Background: an optimization exercise with open tools, aiming at small area, a short achievable clock period and few clock cycles. Do not read the settings as production practice.
Function was not checked in any run shown here: the RTL went through the layout flow alone.

==> flow/design.v, too long to show whole: its modules and the start of the top module <==
// module M1: 753 lines
// module m1_fa: 4 lines
// module m1_ha: 4 lines
module M1 (
   input  logic         Clock,
   input  logic         Resetn,
   input  logic         start,
   output logic         done,
   input  logic  [15:0] SRAM_read_data,
   output logic  [17:0] SRAM_address,
   output logic  [15:0] SRAM_write_data,
   output logic         SRAM_we_n
);
  // ...
==> flow/flow/run.sh <==
#!/bin/bash
set -euo pipefail
bash standard.sh SETUP_SLACK_MARGIN=10 finish > standard_make.log 2>&1
==> flow/standard.sh <==
#!/bin/bash
# synth_recipe.tcl (not shown) runs the flow's synth.tcl, then flattens the netlist and writes it again
# the make line also repeats each setting of config.mk as NAME=value (left out here)
make -C /OpenROAD-flow-scripts/flow DESIGN_CONFIG=/design/flow/config.mk WORK_HOME=/design/flow/orfs CLKGATE_MAP_FILE= SYNTH_SCRIPT=/design/flow/synth_recipe.tcl "${@:-finish}"
==> flow/config.mk <==
export PLATFORM = sky130hd
export DESIGN_NAME = M1
export DESIGN_NICKNAME = M1
export VERILOG_FILES = /design/flow/design.v
export SDC_FILE = /design/flow/constraint.sdc
export NUM_CORES = 4
export LEC_CHECK = 0
export ABC_CLOCK_PERIOD_IN_PS = 7000
export CAP_MARGIN = 20
export CORE_MARGIN = 2
export CORE_UTILIZATION = 65
export CTS_BUF_LIST = sky130_fd_sc_hd__clkbuf_4 sky130_fd_sc_hd__clkbuf_8
export SETUP_SLACK_MARGIN = 5
export SLEW_MARGIN = 20
export SYNTH_HIERARCHICAL = 1
==> flow/constraint.sdc <==
create_clock -name core_clock -period 14.0 [get_ports {Clock}]
set_input_delay 2.8000 -clock core_clock [delete_from_list [all_inputs] [get_ports {Clock}]]
set_output_delay 2.8000 -clock core_clock [all_outputs]
set_load 0.01 [all_outputs]
==> impl_metrics.py, run 1 <==
metrics = {
    "detailed_routing": {
        "vias": 17600,
        "routed.top_layer": "met4",
        "wire_per_inst_um": 20.64,
        "drtPass1Iterations": 6,
        "met1Wirelength_mm": 28.50,
    },
    "final_layout": {
        "fin_util_pct": 72.19,
        "top_register": "win",
        "fillers": 2936,
        "clockBufferCount": 113,
        "final_nets": 2906,
        "n_all_buffers": 80,
        "multi_input_area_sq_um": 14550,
        "reg_top3": "win: 152 flops, SRAM_address: 17 flops",
        "nFlopsAndLatches": 447,
    },
    "cts": {
        "root_buffer": "clkbuf_8",
        "post_cts_buffers": 5,
        "cts_max_path_buffers": 3,
        "clock-sinks": 447,
        "numCtsBuffers": 75,
    },
    "global_route": {
        "gr-usage-met3_pct": 5.581,
        "grt_pass1_wl_mm": 99.19,
    },
    "place": {
        "pre_cts_slack_ns": 9.350,
        "placedCellCount": 2845,
    },
    "outcome": {
        "outcome": "no timing/DRC/antenna violations",
    },
    "die": {
        "taps": 539,
        "core-area_sq_um": 41850,
    },
    "timing": {
        "worst_clock_skew_ns": 0.02925,
        "setup_viol": 0,
        "max_freq_ghz": 0.2508,
        "hold_viol": 0,
    },
    "worst_setup_path": {
        "crit_path_max_incr_delay_ns": 0.37,
        "crit_cells": 2,
        "arrival_ns": 1.19,
        "startpoint_type": "register",
    },
    "synthesis": {
        "synth_mux_area_share_pct": 1.067,
        "synth_top_family_by_area": "adder cells",
        "synth.most_common_cell": "inv_1",
    },
    "hold_path": {
        "hp-class": "register to register",
    },
}
==> module M1, before the edit <==
module M1 (
   input  logic         Clock,
   input  logic         Resetn,
   input  logic         start,
   output logic         done,
   input  logic  [15:0] SRAM_read_data,
   output logic  [17:0] SRAM_address,
   output logic  [15:0] SRAM_write_data,
   output logic         SRAM_we_n
);
localparam [17:0] BASE_U   = 18'd13824;
localparam [17:0] BASE_V   = 18'd20736;
localparam [17:0] BASE_RGB = 18'd220672;
localparam [1:0] S_IDLE = 2'd0, S_FILL = 2'd1, S_RUN = 2'd2;
logic [1:0]  state;
logic [2:0]  ph;         
logic [6:0]  mc;         
logic [13:0] YP;         
logic [12:0] CP;         
logic [15:0] WP;         
logic [7:0]  win [0:19];
logic [7:0]  UB;
logic [15:0] VB;
logic [15:0] Yr;
logic [7:0]  Vp, B0h;
logic [8:0]  ps0, ps1, ps2, ps3, ps4;
logic [9:0]  ps24;
logic [8:0]  fs0, fs1, fs3, fs4;
logic [9:0]  fs24;
logic [12:0] Flo;
logic [9:0]  FhA, FhB, FqA, FqB, Fs;
logic        Fq12;
logic [7:0]  Fc;
assign ps0 = {1'b0, win[1]} + {1'b0, win[19]};
assign ps1 = {1'b0, win[3]} + {1'b0, win[17]};
assign ps2 = {1'b0, win[5]} + {1'b0, win[15]};
assign ps3 = {1'b0, win[7]} + {1'b0, win[13]};
assign ps4 = {1'b0, win[9]} + {1'b0, win[11]};
assign ps24 = {1'b0, ps2} + {1'b0, ps4};
always_ff @(posedge Clock) begin
   fs0 <= ps0;
   fs1 <= ps1;
   fs3 <= ps3;
   fs4 <= ps4;
   fs24 <= ps24;
end
logic [8:0]  nfs0, nfs1, nfs3, nfs4;
logic [9:0]  nfs24;
assign nfs0 = ~fs0;
assign nfs1 = ~fs1;
assign nfs3 = ~fs3;
assign nfs4 = ~fs4;
assign nfs24 = ~fs24;
logic fl1, fl2, fl3, fl4, fl5, fl6, fl7, fl8, fl9, fl10, fl11, fl12, fl13, fl14, fl15, fl16;
logic fl17, fl18, fl19, fl20, fl21, fl22, fl23, fl24, fl25, fl26, fl27, fl28, fl29, fl30, fl31, fl32;
logic fl33, fl34, fl35, fl36, fl37, fl38, fl39, fl40, fl41, fl42, fl43, fl44, fl45, fl46, fl47, fl48;
logic fl49, fl50, fl51, fl52, fl53, fl54, fl55, fl56, fl57, fl58, fl59, fl60, fl61, fl62, fl63, fl64;
logic fl65, fl66, fl67, fl68, fl69, fl70, fl71, fl72, fl73, fl74, fl75, fl76, fl77, fl78, fl79, fl80;
logic fl81, fl82, fl83, fl84, fl85, fl86, fl87, fl88, fl89, fl90, fl91, fl92, fl93, fl94, fl95, fl96;
logic fl97, fl98, fl99, fl100, fl101, fl102, fl103, fl104, fl105, fl106, fl107, fl108, fl109, fl110, fl111, fl112;
logic fl113, fl114, fl115, fl116, fl117, fl118, fl119, fl120, fl121, fl122, fl123, fl124, fl125, fl126, fl127, fl128;
logic fl129, fl130, fl131, fl132, fl133, fl134, fl135, fl136, fl137, fl138, fl139, fl140, fl141, fl142, fl143, fl144;
logic fl145, fl146, fl147, fl148, fl149, fl150, fl151, fl152, fl153, fl154, fl155, fl156, fl157, fl158, fl159, fl160;
logic fl161, fl162, fl163, fl164, fl165, fl166, fl167, fl168, fl169, fl170, fl171, fl172, fl173, fl174, fl175, fl176;
logic fl177, fl178, fl179, fl180, fl181, fl182, fl183, fl184, fl185, fl186, fl187, fl188, fl189, fl190;
m1_ha u_fl1 (.a(fs0[4]), .b(fs0[1]), .s(fl1), .co(fl2));
m1_ha u_fl3 (.a(fs0[5]), .b(fs0[2]), .s(fl3), .co(fl4));
m1_fa u_fl5 (.a(fs0[6]), .b(fs0[3]), .c(nfs1[7]), .s(fl5), .co(fl6));
m1_ha u_fl7 (.a(nfs1[3]), .b(nfs1[2]), .s(fl7), .co(fl8));
m1_fa u_fl9 (.a(fs0[7]), .b(fs0[4]), .c(nfs1[8]), .s(fl9), .co(fl10));
m1_fa u_fl11 (.a(nfs1[4]), .b(nfs1[3]), .c(nfs24[9]), .s(fl11), .co(fl12));
m1_fa u_fl13 (.a(fs0[8]), .b(fs0[5]), .c(nfs1[5]), .s(fl13), .co(fl14));
m1_ha u_fl15 (.a(fs0[6]), .b(nfs1[6]), .s(fl15), .co(fl16));
m1_ha u_fl17 (.a(fs0[7]), .b(nfs1[7]), .s(fl17), .co(fl18));
m1_fa u_fl19 (.a(fs0[3]), .b(fs0[0]), .c(nfs1[4]), .s(fl19), .co(fl20));
m1_ha u_fl21 (.a(nfs1[0]), .b(nfs24[5]), .s(fl21), .co(fl22));
m1_fa u_fl23 (.a(fl1), .b(nfs1[5]), .c(nfs1[1]), .s(fl23), .co(fl24));
m1_fa u_fl25 (.a(nfs1[0]), .b(nfs24[6]), .c(nfs24[3]), .s(fl25), .co(fl26));
m1_ha u_fl27 (.a(fs24[1]), .b(fs3[2]), .s(fl27), .co(fl28));
m1_fa u_fl29 (.a(fl3), .b(nfs1[6]), .c(nfs1[2]), .s(fl29), .co(fl30));
m1_fa u_fl31 (.a(nfs1[1]), .b(nfs24[7]), .c(nfs24[4]), .s(fl31), .co(fl32));
m1_fa u_fl33 (.a(fs24[2]), .b(fs3[3]), .c(fl2), .s(fl33), .co(fl34));
m1_fa u_fl35 (.a(fl5), .b(fl7), .c(nfs24[8]), .s(fl35), .co(fl36));
m1_fa u_fl37 (.a(nfs24[5]), .b(fs24[3]), .c(nfs24[0]), .s(fl37), .co(fl38));
assign fl39 = ~(fs3[4] ^ fl4);
assign fl40 = fs3[4] | fl4;
m1_fa u_fl41 (.a(fl9), .b(fl11), .c(nfs24[6]), .s(fl41), .co(fl42));
m1_fa u_fl43 (.a(fs24[4]), .b(nfs24[1]), .c(fs3[5]), .s(fl43), .co(fl44));
m1_fa u_fl45 (.a(fs3[0]), .b(fl6), .c(fl8), .s(fl45), .co(fl46));
m1_fa u_fl47 (.a(fl13), .b(nfs1[4]), .c(nfs24[7]), .s(fl47), .co(fl48));
m1_fa u_fl49 (.a(fs24[5]), .b(nfs24[2]), .c(fs3[6]), .s(fl49), .co(fl50));
m1_fa u_fl51 (.a(fs3[1]), .b(fl10), .c(fl12), .s(fl51), .co(fl52));
m1_fa u_fl53 (.a(fl15), .b(nfs1[5]), .c(nfs24[8]), .s(fl53), .co(fl54));
m1_fa u_fl55 (.a(fs24[6]), .b(nfs24[3]), .c(fs3[7]), .s(fl55), .co(fl56));
m1_fa u_fl57 (.a(fs3[2]), .b(fs4[0]), .c(fl14), .s(fl57), .co(fl58));
m1_fa u_fl59 (.a(fl17), .b(nfs1[6]), .c(nfs24[9]), .s(fl59), .co(fl60));
m1_fa u_fl61 (.a(fs24[7]), .b(nfs24[4]), .c(fs3[8]), .s(fl61), .co(fl62));
m1_fa u_fl63 (.a(fs3[3]), .b(fs4[1]), .c(fl16), .s(fl63), .co(fl64));
m1_fa u_fl65 (.a(fs0[8]), .b(nfs1[8]), .c(nfs1[7]), .s(fl65), .co(fl66));
m1_fa u_fl67 (.a(fs24[8]), .b(nfs24[5]), .c(fs3[4]), .s(fl67), .co(fl68));
assign fl69 = ~(fs4[2] ^ fl18);
assign fl70 = fs4[2] | fl18;
m1_fa u_fl71 (.a(nfs1[8]), .b(fs24[9]), .c(nfs24[6]), .s(fl71), .co(fl72));
m1_ha u_fl73 (.a(fs0[1]), .b(nfs1[2]), .s(fl73), .co(fl74));
m1_fa u_fl75 (.a(fs0[2]), .b(nfs1[3]), .c(nfs24[4]), .s(fl75), .co(fl76));
m1_fa u_fl77 (.a(fl19), .b(fl21), .c(nfs24[2]), .s(fl77), .co(fl78));
m1_ha u_fl79 (.a(fs24[0]), .b(fs3[1]), .s(fl79), .co(fl80));
m1_fa u_fl81 (.a(fl23), .b(fl25), .c(fl27), .s(fl81), .co(fl82));
assign fl83 = ~(fl20 ^ fl22);
assign fl84 = fl20 | fl22;
m1_fa u_fl85 (.a(fl29), .b(fl31), .c(fl33), .s(fl85), .co(fl86));
m1_fa u_fl87 (.a(fl24), .b(fl26), .c(fl28), .s(fl87), .co(fl88));
m1_fa u_fl89 (.a(fl35), .b(fl37), .c(fl39), .s(fl89), .co(fl90));
m1_fa u_fl91 (.a(fl30), .b(fl32), .c(fl34), .s(fl91), .co(fl92));
m1_fa u_fl93 (.a(fl41), .b(fl43), .c(fl45), .s(fl93), .co(fl94));
m1_fa u_fl95 (.a(fl36), .b(fl38), .c(fl40), .s(fl95), .co(fl96));
m1_fa u_fl97 (.a(fl47), .b(fl49), .c(fl51), .s(fl97), .co(fl98));
m1_fa u_fl99 (.a(fl42), .b(fl44), .c(fl46), .s(fl99), .co(fl100));
m1_fa u_fl101 (.a(fl53), .b(fl55), .c(fl57), .s(fl101), .co(fl102));
m1_fa u_fl103 (.a(fl48), .b(fl50), .c(fl52), .s(fl103), .co(fl104));
m1_fa u_fl105 (.a(fl59), .b(fl61), .c(fl63), .s(fl105), .co(fl106));
m1_fa u_fl107 (.a(fl54), .b(fl56), .c(fl58), .s(fl107), .co(fl108));
m1_fa u_fl109 (.a(fl65), .b(fl67), .c(fl69), .s(fl109), .co(fl110));
m1_fa u_fl111 (.a(fl60), .b(fl62), .c(fl64), .s(fl111), .co(fl112));
m1_fa u_fl113 (.a(fl71), .b(fs3[5]), .c(fs4[3]), .s(fl113), .co(fl114));
m1_fa u_fl115 (.a(fl66), .b(fl68), .c(fl70), .s(fl115), .co(fl116));
m1_fa u_fl117 (.a(nfs24[7]), .b(fs3[6]), .c(fs4[4]), .s(fl117), .co(fl118));
m1_ha u_fl119 (.a(nfs24[8]), .b(fs3[7]), .s(fl119), .co(fl120));
m1_ha u_fl121 (.a(nfs24[9]), .b(fs3[8]), .s(fl121), .co(fl122));
m1_ha u_fl123 (.a(fl73), .b(nfs24[3]), .s(fl123), .co(fl124));
m1_fa u_fl125 (.a(fl75), .b(nfs24[1]), .c(fs3[0]), .s(fl125), .co(fl126));
m1_fa u_fl127 (.a(fl77), .b(fl79), .c(fl76), .s(fl127), .co(fl128));
m1_fa u_fl129 (.a(fl81), .b(fl83), .c(fl78), .s(fl129), .co(fl130));
m1_fa u_fl131 (.a(fl85), .b(fl87), .c(fl82), .s(fl131), .co(fl132));
m1_fa u_fl133 (.a(fl89), .b(fl91), .c(fl86), .s(fl133), .co(fl134));
m1_fa u_fl135 (.a(fl93), .b(fl95), .c(fl90), .s(fl135), .co(fl136));
m1_fa u_fl137 (.a(fl97), .b(fl99), .c(fl94), .s(fl137), .co(fl138));
m1_fa u_fl139 (.a(fl101), .b(fl103), .c(fl98), .s(fl139), .co(fl140));
m1_fa u_fl141 (.a(fl105), .b(fl107), .c(fl102), .s(fl141), .co(fl142));
m1_fa u_fl143 (.a(fl109), .b(fl111), .c(fl106), .s(fl143), .co(fl144));
m1_fa u_fl145 (.a(fl113), .b(fl115), .c(fl110), .s(fl145), .co(fl146));
m1_fa u_fl147 (.a(fl117), .b(fl72), .c(fl114), .s(fl147), .co(fl148));
m1_fa u_fl149 (.a(fl119), .b(fs4[5]), .c(fl118), .s(fl149), .co(fl150));
m1_fa u_fl151 (.a(fl121), .b(fs4[6]), .c(fl120), .s(fl151), .co(fl152));
m1_ha u_fl153 (.a(nfs1[0]), .b(nfs24[1]), .s(fl153), .co(fl154));
m1_fa u_fl155 (.a(fs0[0]), .b(nfs1[1]), .c(nfs24[2]), .s(fl155), .co(fl156));
assign fl157 = ~(fl123 ^ nfs24[0]);
assign fl158 = fl123 | nfs24[0];
m1_fa u_fl159 (.a(fl125), .b(fl74), .c(fl124), .s(fl159), .co(fl160));
assign fl161 = ~(fl127 ^ fl126);
assign fl162 = fl127 | fl126;
m1_fa u_fl163 (.a(fl129), .b(fl80), .c(fl128), .s(fl163), .co(fl164));
m1_fa u_fl165 (.a(fl131), .b(fl84), .c(fl130), .s(fl165), .co(fl166));
m1_fa u_fl167 (.a(fl133), .b(fl88), .c(fl132), .s(fl167), .co(fl168));
m1_fa u_fl169 (.a(fl135), .b(fl92), .c(fl134), .s(fl169), .co(fl170));
m1_fa u_fl171 (.a(fl137), .b(fl96), .c(fl136), .s(fl171), .co(fl172));
m1_fa u_fl173 (.a(fl139), .b(fl100), .c(fl138), .s(fl173), .co(fl174));
m1_fa u_fl175 (.a(fl141), .b(fl104), .c(fl140), .s(fl175), .co(fl176));
m1_fa u_fl177 (.a(fl143), .b(fl108), .c(fl142), .s(fl177), .co(fl178));
m1_fa u_fl179 (.a(fl145), .b(fl112), .c(fl144), .s(fl179), .co(fl180));
m1_fa u_fl181 (.a(fl147), .b(fl116), .c(fl146), .s(fl181), .co(fl182));
assign fl183 = ~(fl149 ^ fl148);
assign fl184 = fl149 | fl148;
assign fl185 = ~(fl151 ^ fl150);
assign fl186 = fl151 | fl150;
m1_fa u_fl187 (.a(fs4[7]), .b(fl122), .c(fl152), .s(fl187), .co(fl188));
assign fl189 = ~fs4[8];
assign fl190 = fs4[8];
assign Flo = {1'b0, {fl173, fl171, fl169, fl167, fl165, fl163, fl161, fl159, fl157, fl155, fl153, nfs24[0]}} + {1'b0, {fl172, fl170, fl168, fl166, fl164, fl162, fl160, fl158, fl156, fl154, 1'b1, 1'b1}};
assign FhA = {1'b1, 1'b1, fl189, fl187, fl185, fl183, fl181, fl179, fl177, fl175};
assign FhB = {1'b0, fl190, fl188, fl186, fl184, fl182, fl180, fl178, fl176, fl174};
always_ff @(posedge Clock) begin
   FqA <= FhA;
   FqB <= FhB;
   Fq12 <= Flo[12];
end
assign Fs = FqA + FqB + {9'd0, Fq12};
assign Fc = Fs[9] ? 8'h00 : Fs[8] ? 8'hFF : Fs[7:0];
logic        odd_sel;
logic [7:0]  Yi, Ui, Vi;
logic [15:0] Rlo, Glo, Blo;
logic [9:0]  RhA, RhB, GhA, GhB, RqA, RqB, GqA, GqB;
logic [10:0] BhA, BhB, BqA, BqB;
logic        Rq15, Gq15, Bq15;
logic [9:0]  Rr, Gr;
logic [10:0] Br;
logic [7:0]  Rc, Gc, Bc;
always_ff @(posedge Clock) begin
   Yi <= odd_sel ? Yr[7:0] : Yr[15:8];
   if (!odd_sel) Ui <= win[8];
   else if (up_ld) Ui <= Fc;        
   Vi <= odd_sel ? Vp : win[7];
end
logic [7:0]  nYi, nUi, nVi;
assign nYi = ~Yi;
assign nUi = ~Ui;
assign nVi = ~Vi;
logic px1, px2, px3, px4, px5, px6, px7, px8, px9, px10, px11, px12, px13, px14, px15, px16;
logic px17, px18, px19, px20, px21, px22, px23, px24, px25, px26, px27, px28, px29, px30, px31, px32;
logic px33, px34, px35, px36, px37, px38, px39, px40, px41, px42, px43, px44, px45, px46, px47, px48;
logic px49, px50, px51, px52, px53, px54, px55, px56, px57, px58, px59, px60, px61, px62, px63, px64;
logic px65, px66, px67, px68, px69, px70, px71, px72, px73, px74, px75, px76, px77, px78, px79, px80;
logic px81, px82, px83, px84, px85, px86, px87, px88, px89, px90, px91, px92, px93, px94, px95, px96;
logic px97, px98, px99, px100, px101, px102, px103, px104, px105, px106, px107, px108, px109, px110, px111, px112;
logic px113, px114, px115, px116, px117, px118, px119, px120, px121, px122, px123, px124, px125, px126, px127, px128;
logic px129, px130, px131, px132, px133, px134, px135, px136, px137, px138, px139, px140, px141, px142, px143, px144;
logic px145, px146, px147, px148, px149, px150, px151, px152, px153, px154, px155, px156, px157, px158, px159, px160;
logic px161, px162, px163, px164, px165, px166, px167, px168, px169, px170, px171, px172, px173, px174, px175, px176;
logic px177, px178, px179, px180, px181, px182, px183, px184, px185, px186, px187, px188, px189, px190, px191, px192;
logic px193, px194, px195, px196, px197, px198, px199, px200, px201, px202, px203, px204, px205, px206, px207, px208;
logic px209, px210, px211, px212, px213, px214, px215, px216, px217, px218, px219, px220, px221, px222, px223, px224;
logic px225, px226, px227, px228, px229, px230, px231, px232, px233, px234, px235, px236, px237, px238, px239, px240;
logic px241, px242, px243, px244, px245, px246, px247, px248, px249, px250, px251, px252, px253, px254, px255, px256;
logic px257, px258, px259, px260, px261, px262, px263, px264, px265, px266, px267, px268, px269, px270, px271, px272;
logic px273, px274, px275, px276, px277, px278, px279, px280, px281, px282, px283, px284, px285, px286, px287, px288;
logic px289, px290, px291, px292, px293, px294, px295, px296, px297, px298, px299, px300, px301, px302, px303, px304;
logic px305, px306, px307, px308, px309, px310, px311, px312, px313, px314, px315, px316, px317, px318, px319, px320;
logic px321, px322, px323, px324, px325, px326, px327, px328, px329, px330, px331, px332, px333, px334, px335, px336;
logic px337, px338, px339, px340, px341, px342, px343, px344, px345, px346, px347, px348, px349, px350, px351, px352;
logic px353, px354, px355, px356, px357, px358, px359, px360, px361, px362, px363, px364, px365, px366, px367, px368;
logic px369, px370, px371, px372, px373, px374, px375, px376, px377, px378, px379, px380, px381, px382, px383, px384;
logic px385, px386, px387, px388, px389, px390, px391, px392, px393, px394, px395, px396, px397, px398, px399, px400;
logic px401, px402, px403, px404, px405, px406, px407, px408, px409, px410, px411, px412, px413, px414, px415, px416;
logic px417, px418, px419, px420, px421, px422, px423, px424, px425, px426, px427, px428, px429, px430, px431, px432;
logic px433, px434, px435, px436, px437, px438, px439, px440, px441, px442, px443, px444, px445, px446, px447, px448;
logic px449, px450, px451, px452, px453, px454, px455, px456, px457, px458, px459, px460, px461, px462, px463, px464;
logic px465, px466, px467, px468, px469, px470, px471, px472, px473, px474, px475, px476, px477, px478, px479, px480;
logic px481, px482, px483, px484, px485, px486, px487, px488, px489, px490, px491, px492, px493, px494, px495, px496;
logic px497, px498, px499, px500, px501, px502, px503, px504, px505, px506, px507, px508, px509, px510, px511, px512;
logic px513, px514, px515, px516, px517, px518, px519, px520, px521, px522, px523, px524, px525, px526, px527, px528;
m1_ha u_px1 (.a(Yi[7]), .b(Yi[5]), .s(px1), .co(px2));
m1_ha u_px3 (.a(Yi[6]), .b(Yi[4]), .s(px3), .co(px4));
m1_ha u_px5 (.a(Yi[7]), .b(Yi[5]), .s(px5), .co(px6));
m1_ha u_px7 (.a(Yi[4]), .b(Yi[2]), .s(px7), .co(px8));
m1_fa u_px9 (.a(Yi[5]), .b(Yi[3]), .c(Yi[1]), .s(px9), .co(px10));
m1_fa u_px11 (.a(Yi[6]), .b(Yi[4]), .c(Yi[2]), .s(px11), .co(px12));
m1_fa u_px13 (.a(px1), .b(Yi[3]), .c(Yi[0]), .s(px13), .co(px14));
m1_fa u_px15 (.a(px3), .b(Yi[1]), .c(px2), .s(px15), .co(px16));
m1_fa u_px17 (.a(px5), .b(Yi[2]), .c(px4), .s(px17), .co(px18));
m1_fa u_px19 (.a(Yi[6]), .b(Yi[3]), .c(px6), .s(px19), .co(px20));
m1_ha u_px21 (.a(Yi[7]), .b(Yi[4]), .s(px21), .co(px22));
m1_ha u_px23 (.a(Yi[2]), .b(Yi[0]), .s(px23), .co(px24));
assign px25 = ~(Yi[3] ^ Yi[1]);
assign px26 = Yi[3] | Yi[1];
assign px27 = ~(px7 ^ Yi[0]);
assign px28 = px7 | Yi[0];
assign px29 = ~(px9 ^ px8);
assign px30 = px9 | px8;
assign px31 = ~(px11 ^ px10);
assign px32 = px11 | px10;
assign px33 = ~(px13 ^ px12);
assign px34 = px13 | px12;
assign px35 = ~(px15 ^ px14);
assign px36 = px15 | px14;
assign px37 = ~(px17 ^ px16);
assign px38 = px17 | px16;
assign px39 = ~(px19 ^ px18);
assign px40 = px19 | px18;
assign px41 = ~(px21 ^ px20);
assign px42 = px21 | px20;
assign px43 = ~(Yi[5] ^ px22);
assign px44 = Yi[5] | px22;
assign px45 = ~Yi[6];
assign px46 = Yi[6];
assign px47 = ~Yi[7];
assign px48 = Yi[7];
m1_ha u_px49 (.a(Yi[6]), .b(Yi[4]), .s(px49), .co(px50));
m1_fa u_px51 (.a(Yi[7]), .b(Yi[5]), .c(Yi[3]), .s(px51), .co(px52));
m1_fa u_px53 (.a(Yi[0]), .b(Vi[5]), .c(Vi[4]), .s(px53), .co(px54));
m1_fa u_px55 (.a(Yi[6]), .b(Yi[4]), .c(Yi[1]), .s(px55), .co(px56));
m1_ha u_px57 (.a(Vi[6]), .b(Vi[5]), .s(px57), .co(px58));
m1_fa u_px59 (.a(Yi[7]), .b(Yi[5]), .c(Yi[2]), .s(px59), .co(px60));
m1_ha u_px61 (.a(Vi[7]), .b(Vi[6]), .s(px61), .co(px62));
m1_ha u_px63 (.a(Yi[6]), .b(Yi[3]), .s(px63), .co(px64));
m1_fa u_px65 (.a(nYi[7]), .b(Yi[0]), .c(Vi[7]), .s(px65), .co(px66));
m1_ha u_px67 (.a(Yi[2]), .b(Yi[0]), .s(px67), .co(px68));
m1_fa u_px69 (.a(Yi[3]), .b(Yi[1]), .c(Vi[5]), .s(px69), .co(px70));
m1_ha u_px71 (.a(Vi[1]), .b(Vi[0]), .s(px71), .co(px72));
m1_fa u_px73 (.a(Yi[4]), .b(Yi[2]), .c(Yi[0]), .s(px73), .co(px74));
m1_fa u_px75 (.a(Vi[6]), .b(Vi[2]), .c(Vi[1]), .s(px75), .co(px76));
m1_fa u_px77 (.a(Yi[5]), .b(Yi[3]), .c(Yi[1]), .s(px77), .co(px78));
m1_fa u_px79 (.a(Vi[7]), .b(Vi[3]), .c(Vi[2]), .s(px79), .co(px80));
m1_fa u_px81 (.a(px49), .b(Yi[2]), .c(Vi[4]), .s(px81), .co(px82));
assign px83 = ~(Vi[3] ^ Vi[0]);
assign px84 = Vi[3] | Vi[0];
m1_fa u_px85 (.a(px51), .b(px53), .c(Vi[1]), .s(px85), .co(px86));
assign px87 = ~(Vi[0] ^ px50);
assign px88 = Vi[0] | px50;
m1_fa u_px89 (.a(px55), .b(px57), .c(Vi[2]), .s(px89), .co(px90));
m1_fa u_px91 (.a(Vi[1]), .b(px52), .c(px54), .s(px91), .co(px92));
m1_fa u_px93 (.a(px59), .b(px61), .c(Vi[3]), .s(px93), .co(px94));
m1_fa u_px95 (.a(Vi[2]), .b(px56), .c(px58), .s(px95), .co(px96));
m1_fa u_px97 (.a(px63), .b(Vi[7]), .c(Vi[4]), .s(px97), .co(px98));
m1_fa u_px99 (.a(Vi[3]), .b(px60), .c(px62), .s(px99), .co(px100));
m1_fa u_px101 (.a(Yi[7]), .b(Yi[4]), .c(Vi[5]), .s(px101), .co(px102));
m1_ha u_px103 (.a(Vi[4]), .b(px64), .s(px103), .co(px104));
m1_fa u_px105 (.a(Yi[5]), .b(Vi[6]), .c(Vi[5]), .s(px105), .co(px106));
m1_ha u_px107 (.a(nYi[4]), .b(Vi[4]), .s(px107), .co(px108));
m1_fa u_px109 (.a(nYi[5]), .b(Vi[5]), .c(Vi[3]), .s(px109), .co(px110));
m1_fa u_px111 (.a(nYi[6]), .b(Vi[6]), .c(Vi[4]), .s(px111), .co(px112));
m1_fa u_px113 (.a(px65), .b(Vi[5]), .c(Vi[2]), .s(px113), .co(px114));
m1_fa u_px115 (.a(Yi[1]), .b(Vi[6]), .c(Vi[3]), .s(px115), .co(px116));
m1_fa u_px117 (.a(px67), .b(Vi[7]), .c(Vi[4]), .s(px117), .co(px118));
m1_fa u_px119 (.a(px69), .b(px71), .c(px68), .s(px119), .co(px120));
m1_fa u_px121 (.a(px73), .b(px75), .c(px70), .s(px121), .co(px122));
m1_fa u_px123 (.a(px77), .b(px79), .c(px74), .s(px123), .co(px124));
m1_fa u_px125 (.a(px81), .b(px83), .c(px78), .s(px125), .co(px126));
m1_fa u_px127 (.a(px85), .b(px87), .c(px82), .s(px127), .co(px128));
m1_fa u_px129 (.a(px89), .b(px91), .c(px86), .s(px129), .co(px130));
m1_fa u_px131 (.a(px93), .b(px95), .c(px90), .s(px131), .co(px132));
m1_fa u_px133 (.a(px97), .b(px99), .c(px94), .s(px133), .co(px134));
m1_fa u_px135 (.a(px101), .b(px103), .c(px98), .s(px135), .co(px136));
m1_fa u_px137 (.a(px105), .b(px102), .c(px104), .s(px137), .co(px138));
m1_fa u_px139 (.a(Yi[6]), .b(Vi[7]), .c(Vi[6]), .s(px139), .co(px140));
m1_ha u_px141 (.a(nYi[0]), .b(Vi[0]), .s(px141), .co(px142));
m1_ha u_px143 (.a(nYi[1]), .b(Vi[1]), .s(px143), .co(px144));
m1_fa u_px145 (.a(nYi[2]), .b(Vi[2]), .c(Vi[0]), .s(px145), .co(px146));
m1_fa u_px147 (.a(nYi[3]), .b(Vi[3]), .c(Vi[1]), .s(px147), .co(px148));
assign px149 = ~(px107 ^ Vi[2]);
assign px150 = px107 | Vi[2];
m1_fa u_px151 (.a(px109), .b(Vi[0]), .c(px108), .s(px151), .co(px152));
m1_fa u_px153 (.a(px111), .b(Vi[1]), .c(px110), .s(px153), .co(px154));
assign px155 = ~(px113 ^ px112);
assign px156 = px113 | px112;
m1_fa u_px157 (.a(px115), .b(px66), .c(px114), .s(px157), .co(px158));
m1_fa u_px159 (.a(px117), .b(Vi[0]), .c(px116), .s(px159), .co(px160));
assign px161 = ~(px119 ^ px118);
assign px162 = px119 | px118;
m1_fa u_px163 (.a(px121), .b(px72), .c(px120), .s(px163), .co(px164));
m1_fa u_px165 (.a(px123), .b(px76), .c(px122), .s(px165), .co(px166));
m1_fa u_px167 (.a(px125), .b(px80), .c(px124), .s(px167), .co(px168));
m1_fa u_px169 (.a(px127), .b(px84), .c(px126), .s(px169), .co(px170));
m1_fa u_px171 (.a(px129), .b(px88), .c(px128), .s(px171), .co(px172));
m1_fa u_px173 (.a(px131), .b(px92), .c(px130), .s(px173), .co(px174));
m1_fa u_px175 (.a(px133), .b(px96), .c(px132), .s(px175), .co(px176));
m1_fa u_px177 (.a(px135), .b(px100), .c(px134), .s(px177), .co(px178));
assign px179 = ~(px137 ^ px136);
assign px180 = px137 | px136;
m1_fa u_px181 (.a(px139), .b(px106), .c(px138), .s(px181), .co(px182));
m1_fa u_px183 (.a(Yi[7]), .b(Vi[7]), .c(px140), .s(px183), .co(px184));
m1_ha u_px185 (.a(Yi[6]), .b(Yi[4]), .s(px185), .co(px186));
m1_fa u_px187 (.a(Yi[7]), .b(Yi[5]), .c(Yi[3]), .s(px187), .co(px188));
m1_ha u_px189 (.a(Yi[6]), .b(Yi[4]), .s(px189), .co(px190));
m1_ha u_px191 (.a(Yi[7]), .b(Yi[5]), .s(px191), .co(px192));
m1_ha u_px193 (.a(nYi[5]), .b(nUi[6]), .s(px193), .co(px194));
m1_fa u_px195 (.a(nYi[6]), .b(nUi[7]), .c(nUi[5]), .s(px195), .co(px196));
m1_fa u_px197 (.a(nYi[7]), .b(Yi[0]), .c(nUi[6]), .s(px197), .co(px198));
m1_ha u_px199 (.a(Yi[1]), .b(nUi[7]), .s(px199), .co(px200));
m1_ha u_px201 (.a(Yi[2]), .b(Yi[0]), .s(px201), .co(px202));
m1_fa u_px203 (.a(Yi[3]), .b(Yi[1]), .c(nUi[6]), .s(px203), .co(px204));
m1_fa u_px205 (.a(Yi[4]), .b(Yi[2]), .c(Yi[0]), .s(px205), .co(px206));
m1_fa u_px207 (.a(Yi[5]), .b(Yi[3]), .c(Yi[1]), .s(px207), .co(px208));
m1_fa u_px209 (.a(nUi[4]), .b(nUi[1]), .c(nUi[0]), .s(px209), .co(px210));
m1_fa u_px211 (.a(px185), .b(Yi[2]), .c(nUi[5]), .s(px211), .co(px212));
m1_fa u_px213 (.a(nUi[2]), .b(nUi[1]), .c(nVi[3]), .s(px213), .co(px214));
m1_ha u_px215 (.a(nVi[1]), .b(nVi[0]), .s(px215), .co(px216));
m1_fa u_px217 (.a(px187), .b(Yi[0]), .c(nUi[6]), .s(px217), .co(px218));
m1_fa u_px219 (.a(nUi[3]), .b(nUi[2]), .c(nVi[4]), .s(px219), .co(px220));
m1_fa u_px221 (.a(nVi[2]), .b(nVi[1]), .c(px186), .s(px221), .co(px222));
m1_fa u_px223 (.a(px189), .b(Yi[1]), .c(nUi[7]), .s(px223), .co(px224));
m1_fa u_px225 (.a(nUi[4]), .b(nUi[3]), .c(nVi[5]), .s(px225), .co(px226));
m1_fa u_px227 (.a(nVi[3]), .b(nVi[2]), .c(px188), .s(px227), .co(px228));
m1_fa u_px229 (.a(px191), .b(Yi[2]), .c(nUi[5]), .s(px229), .co(px230));
m1_fa u_px231 (.a(nUi[4]), .b(nVi[6]), .c(nVi[4]), .s(px231), .co(px232));
assign px233 = ~(nVi[3] ^ px190);
assign px234 = nVi[3] | px190;
m1_fa u_px235 (.a(Yi[6]), .b(Yi[3]), .c(nUi[6]), .s(px235), .co(px236));
m1_fa u_px237 (.a(nUi[5]), .b(nVi[7]), .c(nVi[5]), .s(px237), .co(px238));
m1_ha u_px239 (.a(nVi[4]), .b(px192), .s(px239), .co(px240));
m1_fa u_px241 (.a(Yi[7]), .b(Yi[4]), .c(nUi[7]), .s(px241), .co(px242));
m1_fa u_px243 (.a(nUi[6]), .b(nVi[6]), .c(nVi[5]), .s(px243), .co(px244));
m1_ha u_px245 (.a(nYi[2]), .b(nUi[3]), .s(px245), .co(px246));
m1_fa u_px247 (.a(nYi[3]), .b(nUi[4]), .c(nUi[2]), .s(px247), .co(px248));
m1_ha u_px249 (.a(nUi[1]), .b(nVi[0]), .s(px249), .co(px250));
m1_fa u_px251 (.a(nYi[4]), .b(nUi[5]), .c(nUi[3]), .s(px251), .co(px252));
m1_fa u_px253 (.a(nUi[2]), .b(nUi[0]), .c(nVi[1]), .s(px253), .co(px254));
m1_fa u_px255 (.a(px193), .b(nUi[4]), .c(nUi[3]), .s(px255), .co(px256));
assign px257 = ~(nUi[1] ^ nVi[2]);
assign px258 = nUi[1] | nVi[2];
m1_fa u_px259 (.a(px195), .b(nUi[4]), .c(nUi[2]), .s(px259), .co(px260));
assign px261 = ~(nVi[3] ^ px194);
assign px262 = nVi[3] | px194;
m1_fa u_px263 (.a(px197), .b(nUi[5]), .c(nUi[3]), .s(px263), .co(px264));
assign px265 = ~(nVi[4] ^ px196);
assign px266 = nVi[4] | px196;
m1_fa u_px267 (.a(px199), .b(nUi[6]), .c(nUi[4]), .s(px267), .co(px268));
m1_fa u_px269 (.a(nUi[0]), .b(nVi[5]), .c(px198), .s(px269), .co(px270));
m1_fa u_px271 (.a(px201), .b(nUi[7]), .c(nUi[5]), .s(px271), .co(px272));
m1_fa u_px273 (.a(nUi[1]), .b(nVi[6]), .c(px200), .s(px273), .co(px274));
m1_fa u_px275 (.a(px203), .b(nUi[2]), .c(nVi[7]), .s(px275), .co(px276));
assign px277 = ~(nVi[0] ^ px202);
assign px278 = nVi[0] | px202;
m1_fa u_px279 (.a(px205), .b(nUi[7]), .c(nUi[3]), .s(px279), .co(px280));
m1_fa u_px281 (.a(nUi[0]), .b(nVi[1]), .c(px204), .s(px281), .co(px282));
m1_fa u_px283 (.a(px207), .b(px209), .c(nVi[2]), .s(px283), .co(px284));
assign px285 = ~(nVi[0] ^ px206);
assign px286 = nVi[0] | px206;
m1_fa u_px287 (.a(px211), .b(px213), .c(px215), .s(px287), .co(px288));
assign px289 = ~(px208 ^ px210);
assign px290 = px208 | px210;
m1_fa u_px291 (.a(px217), .b(px219), .c(px221), .s(px291), .co(px292));
m1_fa u_px293 (.a(px212), .b(px214), .c(px216), .s(px293), .co(px294));
m1_fa u_px295 (.a(px223), .b(px225), .c(px227), .s(px295), .co(px296));
m1_fa u_px297 (.a(px218), .b(px220), .c(px222), .s(px297), .co(px298));
m1_fa u_px299 (.a(px229), .b(px231), .c(px233), .s(px299), .co(px300));
m1_fa u_px301 (.a(px224), .b(px226), .c(px228), .s(px301), .co(px302));
m1_fa u_px303 (.a(px235), .b(px237), .c(px239), .s(px303), .co(px304));
m1_fa u_px305 (.a(px230), .b(px232), .c(px234), .s(px305), .co(px306));
m1_fa u_px307 (.a(px241), .b(px243), .c(px236), .s(px307), .co(px308));
assign px309 = ~(px238 ^ px240);
assign px310 = px238 | px240;
m1_fa u_px311 (.a(Yi[5]), .b(nUi[7]), .c(nVi[7]), .s(px311), .co(px312));
m1_fa u_px313 (.a(nVi[6]), .b(px242), .c(px244), .s(px313), .co(px314));
m1_ha u_px315 (.a(Yi[6]), .b(nVi[7]), .s(px315), .co(px316));
m1_ha u_px317 (.a(nYi[1]), .b(nUi[2]), .s(px317), .co(px318));
m1_fa u_px319 (.a(px245), .b(nUi[1]), .c(nUi[0]), .s(px319), .co(px320));
m1_fa u_px321 (.a(px247), .b(px249), .c(px246), .s(px321), .co(px322));
m1_fa u_px323 (.a(px251), .b(px253), .c(px248), .s(px323), .co(px324));
m1_fa u_px325 (.a(px255), .b(px257), .c(px252), .s(px325), .co(px326));
m1_fa u_px327 (.a(px259), .b(px261), .c(px256), .s(px327), .co(px328));
m1_fa u_px329 (.a(px263), .b(px265), .c(px260), .s(px329), .co(px330));
m1_fa u_px331 (.a(px267), .b(px269), .c(px264), .s(px331), .co(px332));
m1_fa u_px333 (.a(px271), .b(px273), .c(px268), .s(px333), .co(px334));
m1_fa u_px335 (.a(px275), .b(px277), .c(px272), .s(px335), .co(px336));
m1_fa u_px337 (.a(px279), .b(px281), .c(px276), .s(px337), .co(px338));
m1_fa u_px339 (.a(px283), .b(px285), .c(px280), .s(px339), .co(px340));
m1_fa u_px341 (.a(px287), .b(px289), .c(px284), .s(px341), .co(px342));
m1_fa u_px343 (.a(px291), .b(px293), .c(px288), .s(px343), .co(px344));
m1_fa u_px345 (.a(px295), .b(px297), .c(px292), .s(px345), .co(px346));
m1_fa u_px347 (.a(px299), .b(px301), .c(px296), .s(px347), .co(px348));
m1_fa u_px349 (.a(px303), .b(px305), .c(px300), .s(px349), .co(px350));
m1_fa u_px351 (.a(px307), .b(px309), .c(px304), .s(px351), .co(px352));
m1_fa u_px353 (.a(px311), .b(px313), .c(px308), .s(px353), .co(px354));
m1_fa u_px355 (.a(px315), .b(px312), .c(px314), .s(px355), .co(px356));
m1_ha u_px357 (.a(nYi[0]), .b(nUi[1]), .s(px357), .co(px358));
assign px359 = ~(px317 ^ nUi[0]);
assign px360 = px317 | nUi[0];
assign px361 = ~(px319 ^ px318);
assign px362 = px319 | px318;
assign px363 = ~(px321 ^ px320);
assign px364 = px321 | px320;
m1_fa u_px365 (.a(px323), .b(px250), .c(px322), .s(px365), .co(px366));
m1_fa u_px367 (.a(px325), .b(px254), .c(px324), .s(px367), .co(px368));
m1_fa u_px369 (.a(px327), .b(px258), .c(px326), .s(px369), .co(px370));
m1_fa u_px371 (.a(px329), .b(px262), .c(px328), .s(px371), .co(px372));
m1_fa u_px373 (.a(px331), .b(px266), .c(px330), .s(px373), .co(px374));
m1_fa u_px375 (.a(px333), .b(px270), .c(px332), .s(px375), .co(px376));
m1_fa u_px377 (.a(px335), .b(px274), .c(px334), .s(px377), .co(px378));
m1_fa u_px379 (.a(px337), .b(px278), .c(px336), .s(px379), .co(px380));
m1_fa u_px381 (.a(px339), .b(px282), .c(px338), .s(px381), .co(px382));
m1_fa u_px383 (.a(px341), .b(px286), .c(px340), .s(px383), .co(px384));
m1_fa u_px385 (.a(px343), .b(px290), .c(px342), .s(px385), .co(px386));
m1_fa u_px387 (.a(px345), .b(px294), .c(px344), .s(px387), .co(px388));
m1_fa u_px389 (.a(px347), .b(px298), .c(px346), .s(px389), .co(px390));
m1_fa u_px391 (.a(px349), .b(px302), .c(px348), .s(px391), .co(px392));
m1_fa u_px393 (.a(px351), .b(px306), .c(px350), .s(px393), .co(px394));
m1_fa u_px395 (.a(px353), .b(px310), .c(px352), .s(px395), .co(px396));
assign px397 = ~(px355 ^ px354);
assign px398 = px355 | px354;
m1_fa u_px399 (.a(Yi[7]), .b(px316), .c(px356), .s(px399), .co(px400));
m1_fa u_px401 (.a(nYi[4]), .b(Ui[5]), .c(Ui[3]), .s(px401), .co(px402));
m1_fa u_px403 (.a(nYi[5]), .b(Ui[6]), .c(Ui[4]), .s(px403), .co(px404));
m1_fa u_px405 (.a(nYi[6]), .b(Ui[7]), .c(Ui[5]), .s(px405), .co(px406));
m1_ha u_px407 (.a(Ui[4]), .b(Ui[2]), .s(px407), .co(px408));
m1_fa u_px409 (.a(nYi[7]), .b(Yi[0]), .c(Ui[6]), .s(px409), .co(px410));
assign px411 = ~(Ui[5] ^ Ui[3]);
assign px412 = Ui[5] | Ui[3];
m1_fa u_px413 (.a(Yi[1]), .b(Ui[7]), .c(Ui[6]), .s(px413), .co(px414));
assign px415 = ~(Ui[4] ^ Ui[0]);
assign px416 = Ui[4] | Ui[0];
m1_fa u_px417 (.a(Yi[2]), .b(Yi[0]), .c(Ui[7]), .s(px417), .co(px418));
assign px419 = ~(Ui[5] ^ Ui[1]);
assign px420 = Ui[5] | Ui[1];
m1_fa u_px421 (.a(Yi[3]), .b(Yi[1]), .c(Ui[6]), .s(px421), .co(px422));
m1_fa u_px423 (.a(Yi[4]), .b(Yi[2]), .c(Yi[0]), .s(px423), .co(px424));
m1_ha u_px425 (.a(Ui[7]), .b(Ui[3]), .s(px425), .co(px426));
m1_fa u_px427 (.a(Yi[5]), .b(Yi[3]), .c(Yi[1]), .s(px427), .co(px428));
m1_fa u_px429 (.a(Yi[6]), .b(Yi[4]), .c(Yi[2]), .s(px429), .co(px430));
m1_fa u_px431 (.a(Yi[7]), .b(Yi[5]), .c(Yi[3]), .s(px431), .co(px432));
m1_ha u_px433 (.a(Yi[0]), .b(Ui[6]), .s(px433), .co(px434));
m1_fa u_px435 (.a(Yi[6]), .b(Yi[4]), .c(Yi[1]), .s(px435), .co(px436));
assign px437 = ~(Ui[7] ^ Ui[0]);
assign px438 = Ui[7] | Ui[0];
m1_fa u_px439 (.a(Yi[7]), .b(Yi[5]), .c(Yi[2]), .s(px439), .co(px440));
m1_ha u_px441 (.a(Yi[6]), .b(Yi[3]), .s(px441), .co(px442));
m1_ha u_px443 (.a(nYi[2]), .b(Ui[3]), .s(px443), .co(px444));
m1_fa u_px445 (.a(nYi[3]), .b(Ui[4]), .c(Ui[2]), .s(px445), .co(px446));
m1_fa u_px447 (.a(px401), .b(Ui[2]), .c(Ui[0]), .s(px447), .co(px448));
m1_fa u_px449 (.a(px403), .b(Ui[3]), .c(Ui[1]), .s(px449), .co(px450));
m1_fa u_px451 (.a(px405), .b(px407), .c(px404), .s(px451), .co(px452));
m1_fa u_px453 (.a(px409), .b(px411), .c(px406), .s(px453), .co(px454));
m1_fa u_px455 (.a(px413), .b(px415), .c(px410), .s(px455), .co(px456));
m1_fa u_px457 (.a(px417), .b(px419), .c(px414), .s(px457), .co(px458));
m1_fa u_px459 (.a(px421), .b(Ui[2]), .c(px418), .s(px459), .co(px460));
m1_fa u_px461 (.a(px423), .b(px425), .c(px422), .s(px461), .co(px462));
m1_fa u_px463 (.a(px427), .b(Ui[4]), .c(px424), .s(px463), .co(px464));
m1_fa u_px465 (.a(px429), .b(Ui[5]), .c(px428), .s(px465), .co(px466));
m1_fa u_px467 (.a(px431), .b(px433), .c(px430), .s(px467), .co(px468));
m1_fa u_px469 (.a(px435), .b(px437), .c(px432), .s(px469), .co(px470));
m1_fa u_px471 (.a(px439), .b(Ui[1]), .c(px436), .s(px471), .co(px472));
m1_fa u_px473 (.a(px441), .b(Ui[2]), .c(px440), .s(px473), .co(px474));
m1_fa u_px475 (.a(Yi[7]), .b(Yi[4]), .c(Ui[3]), .s(px475), .co(px476));
m1_ha u_px477 (.a(Yi[5]), .b(Ui[4]), .s(px477), .co(px478));
m1_ha u_px479 (.a(Yi[6]), .b(Ui[5]), .s(px479), .co(px480));
m1_ha u_px481 (.a(Yi[7]), .b(Ui[6]), .s(px481), .co(px482));
m1_ha u_px483 (.a(nYi[0]), .b(Ui[1]), .s(px483), .co(px484));
m1_fa u_px485 (.a(nYi[1]), .b(Ui[2]), .c(Ui[0]), .s(px485), .co(px486));
m1_fa u_px487 (.a(px443), .b(Ui[1]), .c(Ui[0]), .s(px487), .co(px488));
m1_fa u_px489 (.a(px445), .b(Ui[1]), .c(px444), .s(px489), .co(px490));
assign px491 = ~(px447 ^ px446);
assign px492 = px447 | px446;
m1_fa u_px493 (.a(px449), .b(px402), .c(px448), .s(px493), .co(px494));
assign px495 = ~(px451 ^ px450);
assign px496 = px451 | px450;
m1_fa u_px497 (.a(px453), .b(px408), .c(px452), .s(px497), .co(px498));
m1_fa u_px499 (.a(px455), .b(px412), .c(px454), .s(px499), .co(px500));
m1_fa u_px501 (.a(px457), .b(px416), .c(px456), .s(px501), .co(px502));
m1_fa u_px503 (.a(px459), .b(px420), .c(px458), .s(px503), .co(px504));
assign px505 = ~(px461 ^ px460);
assign px506 = px461 | px460;
m1_fa u_px507 (.a(px463), .b(px426), .c(px462), .s(px507), .co(px508));
assign px509 = ~(px465 ^ px464);
assign px510 = px465 | px464;
assign px511 = ~(px467 ^ px466);
assign px512 = px467 | px466;
m1_fa u_px513 (.a(px469), .b(px434), .c(px468), .s(px513), .co(px514));
m1_fa u_px515 (.a(px471), .b(px438), .c(px470), .s(px515), .co(px516));
assign px517 = ~(px473 ^ px472);
assign px518 = px473 | px472;
m1_fa u_px519 (.a(px475), .b(px442), .c(px474), .s(px519), .co(px520));
assign px521 = ~(px477 ^ px476);
assign px522 = px477 | px476;
assign px523 = ~(px479 ^ px478);
assign px524 = px479 | px478;
assign px525 = ~(px481 ^ px480);
assign px526 = px481 | px480;
m1_ha u_px527 (.a(Ui[7]), .b(px482), .s(px527), .co(px528));
assign Rlo = {1'b0, {px167, px165, px163, px161, px159, px157, px155, px153, px151, px149, px147, px145, px143, px141, 1'b0}} + {1'b0, {px166, px164, px162, px160, px158, px156, px154, px152, px150, px148, px146, px144, px142, 1'b1, 1'b0}};
assign RhA = {1'b1, 1'b1, px183, px181, px179, px177, px175, px173, px171, px169};
assign RhB = {1'b0, px184, px182, px180, px178, px176, px174, px172, px170, px168};
assign Glo = {1'b0, {px383, px381, px379, px377, px375, px373, px371, px369, px367, px365, px363, px361, px359, px357, nUi[0]}} + {1'b0, {px382, px380, px378, px376, px374, px372, px370, px368, px366, px364, px362, px360, px358, 1'b1, 1'b1}};
assign GhA = {1'b1, 1'b1, px399, px397, px395, px393, px391, px389, px387, px385};
assign GhB = {1'b0, px400, px398, px396, px394, px392, px390, px388, px386, px384};
assign Blo = {1'b0, {px509, px507, px505, px503, px501, px499, px497, px495, px493, px491, px489, px487, px485, px483, Ui[0]}} + {1'b0, {px508, px506, px504, px502, px500, px498, px496, px494, px492, px490, px488, px486, px484, 1'b1, 1'b0}};
assign BhA = {1'b1, 1'b1, px527, px525, px523, px521, px519, px517, px515, px513, px511};
assign BhB = {1'b0, px528, px526, px524, px522, px520, px518, px516, px514, px512, px510};
always_ff @(posedge Clock) begin
   RqA <= RhA; RqB <= RhB; Rq15 <= Rlo[15];
   GqA <= GhA; GqB <= GhB; Gq15 <= Glo[15];
   BqA <= BhA; BqB <= BhB; Bq15 <= Blo[15];
end
assign Rr = RqA + RqB + {9'd0, Rq15};
assign Gr = GqA + GqB + {9'd0, Gq15};
assign Br = BqA + BqB + {10'd0, Bq15};
assign Rc = Rr[9] ? 8'h00 : Rr[8] ? 8'hFF : Rr[7:0];
assign Gc = Gr[9] ? 8'h00 : Gr[8] ? 8'hFF : Gr[7:0];
assign Bc = Br[10] ? 8'h00 : (Br[9] | Br[8]) ? 8'hFF : Br[7:0];
logic run, fill;
logic last_row;
assign run   = (state == S_RUN);
assign fill  = (state == S_FILL);
assign last_row = CP[12] & CP[11] & CP[9] & CP[8];    
logic f_last, f_neg, f_odd, f_ubus, f_uub, f_vbh, f_vbl;
logic [6:0] mc_new, m_new;
logic upd_flags;
assign mc_new = (state == S_FILL) ? 7'd0 : mc + 7'd1;
assign m_new  = mc_new - 7'd1;
assign upd_flags = (state == S_FILL) || (state == S_RUN && ph == 3'd4);
always_ff @(posedge Clock) begin
   if (upd_flags) begin
      f_last <= (mc_new == 7'd96);
      f_neg  <= (mc_new == 7'd0);
      f_odd  <= ~mc_new[0];
      f_ubus <= mc_new[0] && mc_new != 7'd0 && m_new <= 7'd88;
      f_uub  <= ~mc_new[0] && (mc_new == 7'd0 || m_new <= 7'd89);
      f_vbh  <= ~mc_new[0] && (mc_new == 7'd0 || m_new <= 7'd87);
      f_vbl  <= mc_new[0] && mc_new != 7'd0 && m_new <= 7'd88;
   end
end
localparam [2:0] SH_NONE = 3'd0, SH_BUS = 3'd1, SH_VBH = 3'd2, SH_VBL = 3'd3,
                 SH_UB = 3'd4, SH_CLAMP = 3'd5;
logic [2:0] sh;
logic ub_ld, vb_ld, y_ld, up_ld, vp_ld;
always_comb begin
   sh = SH_NONE;
   ub_ld = 1'b0; vb_ld = 1'b0; y_ld = 1'b0; up_ld = 1'b0; vp_ld = 1'b0;
   odd_sel = 1'b1;
   if (run) begin
      case (ph)
         3'd0: up_ld = 1'b1;
         3'd1: ;
         3'd2: begin
            if (f_last) begin                    
               sh = SH_BUS; vb_ld = 1'b1;
            end else if (f_ubus) begin
               sh = SH_BUS; ub_ld = 1'b1;
            end else if (f_uub) begin
               sh = SH_UB;
            end else
               sh = SH_CLAMP;
            if (f_vbh) vb_ld = 1'b1;
         end
         3'd3: begin
            y_ld = 1'b1;
            if (f_last) begin                    
               sh = SH_BUS; ub_ld = 1'b1;
            end else if (f_vbh)
               sh = SH_VBH;
            else if (f_vbl)
               sh = SH_VBL;
            else
               sh = SH_CLAMP;
         end
         default: begin  
            vp_ld = 1'b1;
            odd_sel = 1'b0;
            if (f_last) sh = SH_CLAMP;           
         end
      endcase
   end else if (fill) begin
      case (mc[4:0])
         5'd2:  begin sh = SH_BUS; vb_ld = 1'b1; end    
         5'd3:  begin sh = SH_BUS; ub_ld = 1'b1; end    
         5'd12: sh = SH_VBL;                            
         5'd13: sh = SH_UB;                             
         5'd14: begin sh = SH_BUS; vb_ld = 1'b1; end    
         5'd15: begin sh = SH_BUS; ub_ld = 1'b1; end    
         5'd16: sh = SH_VBL;                            
         5'd17: sh = SH_UB;                             
         5'd18: begin sh = SH_BUS; vb_ld = 1'b1; end    
         5'd19: begin sh = SH_BUS; ub_ld = 1'b1; end    
         5'd20: sh = SH_VBL;                            
         default: if (mc >= 7'd4) sh = SH_CLAMP;
      endcase
   end
end
logic [7:0] sh_in;
always_comb begin
   case (sh)
      SH_BUS:  sh_in = SRAM_read_data[15:8];
      SH_VBH:  sh_in = VB[15:8];
      SH_VBL:  sh_in = VB[7:0];
      SH_UB:   sh_in = UB;
      default: sh_in = win[18];
   endcase
end
always_ff @(posedge Clock) begin
   if (sh != SH_NONE) begin
      for (int i = 0; i < 19; i++) win[i] <= win[i+1];
      win[19] <= sh_in;
   end
   if (ub_ld) UB <= SRAM_read_data[7:0];
   if (vb_ld) VB <= SRAM_read_data;
   if (y_ld)  Yr <= SRAM_read_data;
   if (vp_ld) Vp <= Fc;
   B0h <= Bc;
   case (ph)
      3'd1:    SRAM_write_data <= {Rc, Gc};
      3'd2:    SRAM_write_data <= {B0h, Rc};
      default: SRAM_write_data <= {Gc, Bc};
   endcase
end
logic we_q;
assign SRAM_we_n = ~we_q;
always_ff @(posedge Clock or negedge Resetn) begin
   if (~Resetn) begin
      state <= S_IDLE;
      done <= 1'b0;
      we_q <= 1'b0;
   end else begin
      we_q <= 1'b0;
      case (state)
         S_IDLE: if (start) begin
            done <= 1'b0;
            state <= S_FILL;
         end
         S_FILL: if (mc == 7'd20) state <= S_RUN;
         default: begin  
            if ((ph == 3'd1 || ph == 3'd2 || ph == 3'd3) && !f_neg) we_q <= 1'b1;
            if (ph == 3'd4 && f_last) begin
               if (last_row) begin
                  state <= S_IDLE;
                  done <= 1'b1;
               end else
                  state <= S_FILL;
            end
         end
      endcase
   end
end
always_ff @(posedge Clock) begin
   SRAM_address <= {2'b11, WP};        
   case (state)
      S_IDLE: begin
         if (start) begin
            mc <= 7'd0;
            YP <= 14'd0;
            CP <= 13'd0;
            WP <= BASE_RGB[15:0];
            SRAM_address <= BASE_V;               
         end
      end
      S_FILL: begin
         mc <= (mc == 7'd20) ? 7'd0 : mc + 7'd1;
         case (mc[4:0])
            5'd0:  begin SRAM_address <= BASE_U + CP; CP <= CP + 13'd1; end
            5'd11: SRAM_address <= BASE_V + CP;
            5'd12: begin SRAM_address <= BASE_U + CP; CP <= CP + 13'd1; end
            5'd15: SRAM_address <= BASE_V + CP;
            5'd16: begin SRAM_address <= BASE_U + CP; CP <= CP + 13'd1; end
            5'd20: SRAM_address <= BASE_V + CP;   
            default: ;
         endcase
         ph <= 3'd0;
      end
      default: begin  
         ph <= (ph == 3'd4) ? 3'd0 : ph + 3'd1;
         case (ph)
            3'd0: begin
               if (!f_last) begin
                  SRAM_address <= {4'd0, YP};
                  YP <= YP + 14'd1;
               end else if (!last_row) begin
                  SRAM_address <= BASE_U + CP;
                  CP <= CP + 13'd1;
               end
            end
            3'd1, 3'd2, 3'd3: begin
               if (!f_neg) begin
                  SRAM_address <= {2'b11, WP};
                  WP <= WP + 16'd1;
               end
            end
            default: begin  
               if (f_last) begin
                  mc <= 7'd5;
               end else begin
                  mc <= mc + 7'd1;
                  if (mc == 7'd95) begin
                     if (!last_row) SRAM_address <= BASE_V + CP;    
                  end else if (mc[0] && mc <= 7'd87) begin
                     SRAM_address <= BASE_V + CP;                   
                  end else if (!mc[0] && mc <= 7'd88) begin
                     SRAM_address <= BASE_U + CP;                   
                     CP <= CP + 13'd1;
                  end
               end
            end
         endcase
      end
   endcase
end
endmodule
==> run 2, diff against run 1 <==
--- a/flow/design.v
+++ b/flow/design.v
@@ -35,7 +35,7 @@
 logic [7:0]  Fc;
-assign ps0 = {1'b0, win[1]} + {1'b0, win[19]};
-assign ps1 = {1'b0, win[3]} + {1'b0, win[17]};
+m1_rca #(8) u_ps0 (.a(win[1]), .b(win[19]), .ci(1'b0), .s(ps0[7:0]), .co(ps0[8]));
+m1_rca #(8) u_ps1 (.a(win[3]), .b(win[17]), .ci(1'b0), .s(ps1[7:0]), .co(ps1[8]));
 assign ps2 = {1'b0, win[5]} + {1'b0, win[15]};
-assign ps3 = {1'b0, win[7]} + {1'b0, win[13]};
-assign ps4 = {1'b0, win[9]} + {1'b0, win[11]};
+m1_rca #(8) u_ps3 (.a(win[7]), .b(win[13]), .ci(1'b0), .s(ps3[7:0]), .co(ps3[8]));
+m1_rca #(8) u_ps4 (.a(win[9]), .b(win[11]), .ci(1'b0), .s(ps4[7:0]), .co(ps4[8]));
 assign ps24 = {1'b0, ps2} + {1'b0, ps4};
@@ -755,2 +755,16 @@
 endmodule
+module m1_rca #(parameter int N = 8) (
+   input  logic [N-1:0] a,
+   input  logic [N-1:0] b,
+   input  logic         ci,
+   output logic [N-1:0] s,
+   output logic         co
+);
+logic [N:0] c;
+assign c[0] = ci;
+for (genvar i = 0; i < N; i++) begin : g_bit
+   m1_fa u_fa (.a(a[i]), .b(b[i]), .c(c[i]), .s(s[i]), .co(c[i+1]));
+end
+assign co = c[N];
+endmodule
 module m1_fa (input logic a, input logic b, input logic c, output logic s, output logic co);
--- a/flow/config.mk
+++ b/flow/config.mk
@@ -7,3 +7,3 @@
 export LEC_CHECK = 0
-export ABC_CLOCK_PERIOD_IN_PS = 7000
+export ABC_CLOCK_PERIOD_IN_PS = 4000
 export CAP_MARGIN = 20
==> impl_metrics.py, run 2 <==
metrics = {
    "worst_setup_path": {
        "worstReg2RegStart": "win[11][0]$_DFFE_PP_",
        "r2r_end": "fs24[8]$_DFF_P_",
        "path_class": "register to register",
        "arrival_ns": 5.25,
        "endpoint_kind": "register",
        "startpoint_type": "register",
        "r2r_slack_ns": 9.31,
        "cp.required_ns": 14.56,
        "critPathMaxFanout": 4,
        "rr_worst_depth": 13,
    },
    "cts": {
        "clock-sinks": 447,
        "cts_max_path_buffers": 3,
        "holdBufCountCts": 0,
        "root_buffer": "clkbuf_8",
        "clk_latency_ns": 0.69,
        "cts.clk_slew.worst_paths_ns": 0.06,
        "h-tree-depth": 3,
        "numCtsBuffers": 74,
        "cts_tree": "built",
    },
    "synthesis": {
        "async_flop_share_pct": 0.8949,
        "ys_seq_area_share_pct": 43.47,
        "yosys-top-cells-area": "edfxtp_1 (30%), fa_1 (22%), dfxtp_1 (13%), ha_1 (8.9%), inv_1 (3.2%)",
        "synth_flop_cell": "edfxtp_1",
        "synth_edf_count": 266,
        "synth_cells": 2130,
        "synth_area_sq_um": 26760,
        "ys_top_cells_by_count": "fa_1 (299), edfxtp_1 (266), inv_1 (225)",
        "synth_xor_area_share_pct": 2.244,
        "synth_compound_area_share_pct": 9.987,
        "yosys.area_share.simple_pct": 6.981,
        "synth_mux_area_share_pct": 1.828,
        "yosys_register_bits": 447,
        "synth_top_area_share_pct": 29.85,
        "synth.most_common_cell": "fa_1",
        "syn_area_per_cell_sq_um": 12.56,
        "synth_top_family_by_area": "adder cells",
        "yosysTopAreaCell": "edfxtp_1",
        "synth_cell_types": 83,
        "synth_fa_ha_area_share_pct": 31.25,
        "yosysWarnings": 9,
    },
    "hold_path": {
        "worst_hold_path.endpoint": "win[3][1]$_DFFE_PP_",
        "hold_depth": 0,
        "hp-start": "win[4][1]$_DFFE_PP_",
        "hp-class": "register to register",
    },
    "final_layout": {
        "final_nets": 2773,
        "final_cell_mix": "fa_1 (289), edfxtp_1 (266), inv_1 (215), ha_1 (187), dfxtp_1 (162)",
        "drive_above_1_share_pct": 13.94,
        "area_growth_syn_to_layout_pct": 11.75,
        "top_register": "win",
        "largest_reg_flops": 152,
        "final_common_cell": "fa_1",
        "reg_top3": "win: 152 flops, SRAM_address: 17 flops",
        "n_antenna_cell": 0,
    },
    "timing": {
        "whs_ns": 0.4045,
        "fin_tns_setup_ns": 0,
        "worst_clock_skew_ns": 0.06372,
        "worst_pin_slew_ns": 1.108,
        "max_freq_ghz": 0.2132,
        "rsz0062_at_grt": "true",
        "fin_crit_sh_pct": 33.50,
        "setup_viol": 0,
        "final.min_clock_period_ns": 4.690,
        "hold_viol": 0,
        "drv_slew": 0,
        "slew-limit-headroom_pct": 26.11,
    },
    "detailed_routing": {
        "via_per_inst": 5.956,
        "postRouteAntennaNets": 0,
        "wire_per_inst_um": 21.31,
        "drtPass1Iterations": 5,
        "drtIter0Drc": 1401,
        "wl_mm": 60.87,
        "vias": 17010,
        "drc_errors": 0,
    },
    "place": {
        "globalplace.congestion": 0.9412,
        "dp_hpwl_mm": 45.58,
        "numPortBuffers": 54,
    },
    "die": {
        "die_h_um": 206.9,
        "core-area_sq_um": 40740,
        "std_cell_rows": 74,
        "dieArea_sq_um": 42810,
        "die-width_um": 206.9,
        "num_io_pins": 55,
        "initial_utilization_pct": 65.68,
    },
    "global_route": {
        "grt_pass1_vias": 17400,
        "grt_pass1_wl_mm": 95.05,
        "grt-ovfl-total": 0,
        "grt_usage_pct": 29.76,
        "antenna_found_initial": 0,
        "grt_max_degree": 153,
    },
    "outcome": {
        "outcome": "no timing/DRC/antenna violations",
    },
    "flow_run": {
        "drv_cap": 0,
    },
}
run 2: changes by cell type after synthesis, sizes merged, moves of 8 or more:
cell / delta
a2bb2oi: -8
a21oi: -11
o221a: -9
mux2: +21
o21ai: -27
o211ai: +9
nand2: -49
nor2: +11
xnor2: -18
ha: -32
inv: -56
fa: +28
nor2b: -9
run 2: through the flow:
stage                     cell area, sq um  std cells  utilization (%)  setup slack, ns
after floorplan                      26810       2133                -            9.522
after global placement               27920       2680            68.53            8.951
after detailed placement             27930       2680            68.55            9.003
after CTS                            29570       2823            72.57            9.358
after global routing                 29900       2856            73.41            9.205
final                                29900       2856            73.41            9.310
run 2: layout make-up:
cell class	count	area (sq um)
Clock buffer	111	1390
Clock inverter	24	296.5
Fill cell	2762	10830
Inverter	226	867.1
Multi-Input combinational cell	1399	14140
Sequential cell	447	11650
Tap cell	532	665.6
Timing Repair Buffer	117	887.1
run 2: logic make-up (layout without fill, tap and decap cells):
family,Yosys count,after routing
adder cells (fa/ha/maj),489,489
AND/OR/NAND/NOR,399,399
other,1,4
flip-flops,447,447
AO/OA/AOI/OAI,395,395
multiplexers,45,45
buffers and inverters,287,478
XOR/XNOR,67,67
run 2: how the worst max path moves through the flow:
stage / from / to / slack, ns / depth (start not counted)
floorplan: win[11][0]$_DFFE_PP_ / fs24[8]$_DFF_P_ / 9.52 / 13
global placement: start / SRAM_address[10]$_DFF_P_ / 8.95 / 7
detailed placement: start / SRAM_address[10]$_DFF_P_ / 9.00 / 7
CTS: win[11][0]$_DFFE_PP_ / fs24[8]$_DFF_P_ / 9.36 / 13
global route: win[11][0]$_DFFE_PP_ / fs24[8]$_DFF_P_ / 9.20 / 13
finish: win[11][0]$_DFFE_PP_ / fs24[8]$_DFF_P_ / 9.31 / 13
run 2: critical path, cell delays in order (launching register included):
cell      delay (ns)
edfxtp_1        0.43
fa_2            0.38
fa_2            0.36
fa_2            0.35
fa_2            0.35
fa_2            0.35
fa_2            0.36
fa_2            0.34
fa_1            0.47
fa_1            0.55
ha_4            0.22
a21oi_1         0.16
o21ai_1         0.10
xor2_1          0.15
run 2: per-module statistics from Yosys, one instance, submodules excluded, excerpt:
module | copies in the design | cell area (sq um) | cells inside | flops+latches
m1_fa | 282 | 20.02 | 1 | 0
M1 | 1 | 20540 | 1802 | 447
m1_ha | 46 | 12.51 | 1 | 0
run 2: per-layer routing:
layer / vias to the layer above / share of wire (%) / GRT usage [%]
met1: 8644 / 44 / 42.49
met4: 0 / 2.2 / 8.561
met5: - / 0 / 0
met3: 94 / 7.2 / 7.551
li1: 7709 / - / -
met2: 564 / 46 / 45.75
run 2: timing repair:
item | CTS | global route
setup endpoints to repair | 73 | 89
pin swaps | 3 | 5
resized for setup | 170 | 23
buffers inserted | 8 | 32

==> static timing again, ports no longer ideal <==
Ports are ideal in the flow. The routed layouts listed here were re-timed in OpenROAD. Step 1 assumes that a clkbuf_16 drives the clock port and a buf_2 every other input. Step 2 moves the port delays by t, midway between the first and last clock arrival at a register: inputs arrive t later, outputs are due t later. That takes back most of the time a late clock gives input paths. Three values: ideal ports, drivers, drivers and shift; two values: the first two.
| run | t (ns) | slack for setup (ns) | latest minus earliest clock arrival (ns) |
|---|---|---|---|
| run 1 | 0.706 | 10.012 / 9.958 / 9.448 | 0.029 / 0.029 |
| run 2 | 0.714 | 9.310 / 9.310 / 9.310 | 0.065 / 0.065 |
After both steps setup and hold are still met in every run listed. For run 1, which loses most, drivers alone change the setup slack by -0.054 ns; drivers and shift together by -0.564 ns.
